This design comes from an exercise in tuning for small area and a short achievable clock period on the open sky130 flow, not from production work. Function was checked by simulation only, so behaviour that the tests miss may differ from the original. Power and IR drop assume default switching activity.

==> flow/design.v (excerpt) <==
module matmul(A,B,y,clk);
    input logic [31:0] A;
    input logic [31:0] B;
    output logic [31:0] y;
    input logic clk;
    logic [7:0] y00, y01, y10, y11;
    matmul_dot2 u00 (.a0(A[31:24]), .b0(B[31:24]), .a1(A[23:16]), .b1(B[15:8]), .y(y00));
    matmul_dot2 u01 (.a0(A[31:24]), .b0(B[23:16]), .a1(A[23:16]), .b1(B[7:0]),  .y(y01));
    matmul_dot2 u10 (.a0(A[15:8]),  .b0(B[31:24]), .a1(A[7:0]),   .b1(B[15:8]), .y(y10));
    matmul_dot2 u11 (.a0(A[15:8]),  .b0(B[23:16]), .a1(A[7:0]),   .b1(B[7:0]),  .y(y11));
    always_ff @(posedge clk)
        y <= {y00, y01, y10, y11};
endmodule
export LEC_CHECK = 0
export CAP_MARGIN = 20
export CORE_MARGIN = 2
export CORE_UTILIZATION = 40
export CTS_BUF_LIST = sky130_fd_sc_hd__clkbuf_8
export CTS_CLUSTER_DIAMETER = 200
export CTS_CLUSTER_SIZE = 32
export SLEW_MARGIN = 20
export SYNTH_HIERARCHICAL = 1
export SYNTH_MINIMUM_KEEP_SIZE = 0
create_clock -name core_clock -period 10.0 [get_ports {clk}]
standard.sh (not shown) runs the stock make flow with config.mk's settings and CLKGATE_MAP_FILE= SYNTH_SCRIPT=/design/flow/synth_recipe.tcl, a recipe that flattens the netlist after the stock synthesis.
==> flow/flow/run.sh <==
#!/bin/bash
# The standard layout (standard.sh) with two changes:
# - buffer_ports gives every port a sky130_fd_sc_hd__buf_6 buffer instead of the delay-buffer
#   cell it picks by default;
# - after global placement, flow/size2.tcl sets each cell that is not near-critical to the smallest drive strength
#   of its family that keeps the worst setup slack, and
#   gives the output ports buf_1 buffers.
# Each tool's full output is in the ORFS logs under orfs/logs; make's output
# is in standard.log.
set -e
export BUFFER_PORTS_ARGS="-buffer_cell sky130_fd_sc_hd__buf_6"
export POST_GLOBAL_PLACE_TCL="$(pwd)/flow/size2.tcl"
bash standard.sh  finish > standard.log 2>&1
Other scripts of this flow, unchanged in this note and not shown: flow/flow/size2.tcl
==> next run, changes <==
CTS_BUF_LIST = default   (was sky130_fd_sc_hd__clkbuf_8)
CTS_CLUSTER_DIAMETER = default   (was 200)
CTS_CLUSTER_SIZE = default   (was 32)
Outcome:
- The changed run went through all stages and came out clean
- power is higher by 3.8%
- design area goes up by 0.76%
- via count does not change
- final cell count does not change
- routed wire length increases by 0.58%
- clock power is higher by about 50%
- global-route usage stays flat
- critical path depth is unchanged
- fmax shrinks by about 1%
- utilization goes up by 0.34 points
==> next run, changes <==
CTS_BUF_LIST = sky130_fd_sc_hd__clkbuf_8   (was default)
Result: The changed run passed the timing, DRC and antenna checks; clock power falls by 33%; via count does not change; power came out lower by 3.7%; combinational power is about the same; worst setup slack gains 43 ps; area after synthesis stays the same; wire length fell by 0.58%; worst hold slack loses 23 ps; fmax came out higher by 0.99%; critical path depth does not change.
==> next run, changes <==
CTS_BUF_LIST = sky130_fd_sc_hd__clkbuf_4 sky130_fd_sc_hd__clkbuf_8   (was sky130_fd_sc_hd__clkbuf_8)
Global-route usage does not change.
Flip-flop and latch count stays the same.
Routed wire length stays flat.
Power is about the same.
Via count stays flat.

========
Another version of the RTL of matmul (not shown whole).
For scale: ~32 flip-flops, roughly 97 I/O pins.
Settings: LEC_CHECK=0, CAP_MARGIN=20, CORE_MARGIN=2, CORE_UTILIZATION=40, CTS_BUF_LIST=sky130_fd_sc_hd__clkbuf_8, SETUP_SLACK_MARGIN=5, SLEW_MARGIN=20, SYNTH_HIERARCHICAL=1, SYNTH_MINIMUM_KEEP_SIZE=0; clock period 10.0 ns.
==> flow/flow/run.sh <==
#!/bin/bash
# The standard layout (standard.sh), except that buffer_ports uses
# sky130_fd_sc_hd__buf_1 for the port buffers instead of the delay-buffer cell it picks by default.
set -e
export BUFFER_PORTS_ARGS="-buffer_cell sky130_fd_sc_hd__buf_1"
bash standard.sh  finish > standard.log 2>&1
The starting point produced a clean layout.
Rerun with:
- CTS_BUF_LIST: sky130_fd_sc_hd__clkbuf_8 -> unset
- SETUP_SLACK_MARGIN: 5 -> 4.5
The new run passed the timing, DRC and antenna checks; via count is lower by 1.4%; total power grows by about 3.6%; final area is about the same; wire length is about the same; synthesized area is unchanged; core utilization stays flat; worst hold slack is better by 0.22 ns; synthesized cell count stays the same; cell count does not change; flip-flop and latch count does not change; global-route usage is about the same.
Rerun with:
--- a/flow/flow/run.sh
+++ b/flow/flow/run.sh
@@ -6 +6 @@
-bash standard.sh  finish > standard.log 2>&1
+bash standard.sh SETUP_SLACK_MARGIN=5.5 finish > standard.log 2>&1
- SETUP_SLACK_MARGIN: 4.5 -> unset
After rerunning: Non-clock buffer count climbs by 20. Area after synthesis is unchanged. Critical path depth increases by 2. Worst setup slack improved by 0.57 ns. Clock-buffer cell count went down by 1.
Rerun with:
--- a/flow/flow/run.sh
+++ b/flow/flow/run.sh
@@ -6 +6 @@
-bash standard.sh SETUP_SLACK_MARGIN=5.5 finish > standard.log 2>&1
+bash standard.sh  finish > standard.log 2>&1
- SETUP_SLACK_MARGIN: unset -> 5
=>
- The new run passed the timing, DRC and antenna checks
- power went down by 4.6%
- cell area went down by 13%
- die area is unchanged
- setup slack gets worse by 0.24 ns
- wire length went down by 9.0%
- first-iteration DRC count went down by 26%
- core utilization went down by 6.6 points
- area after synthesis does not change

what the ideal ports hide:
The results above use ideal ports. As a check the final layouts listed here were re-extracted and re-timed, cells and wires unchanged. Step 1: set_driving_cell puts a clkbuf_16 on clk and a buf_2 on each other input, an assumption about the parent block. Step 2, shift: input delay + t, output delay - t, t = (earliest + latest rising clock arrival at the registers) / 2. This alone moves slack from input paths to output paths. Slacks: ideal / step 1 / step 2; pairs: ideal / step 1.
run | t, ns | slack for setup (ns) | worst slew at a driven data input, ns | pins driven straight from the clock port
the first run of note 1 | 0.345 | 5.694 / 5.707 / 5.363 | 0.07 | 1
the second run of note 1 | 0.332 | 5.652 / 5.663 / 5.331 | 0.07 | 1
the third run of note 1 | 0.345 | 5.694 / 5.707 / 5.363 | 0.07 | 1
the fourth run of note 1 | 0.345 | 5.689 / 5.695 / 5.351 | 0.07 | 1
the first run of note 2 | 0.352 | 5.120 / 5.125 / 4.773 | 0.04 | 1
the second run of note 2 | 0.333 | 4.828 / 4.841 / 4.509 | 0.04 | 1
the third run of note 2 | 0.320 | 5.401 / 5.408 / 5.088 | 0.17 | 1
the fourth run of note 2 | 0.333 | 5.162 / 5.171 / 4.839 | 0.04 | 1
After both steps setup and hold are still met in every run listed. The setup slack of the first run of note 2, which loses most, moves by +0.005 ns with the drivers and by -0.347 ns with both steps.
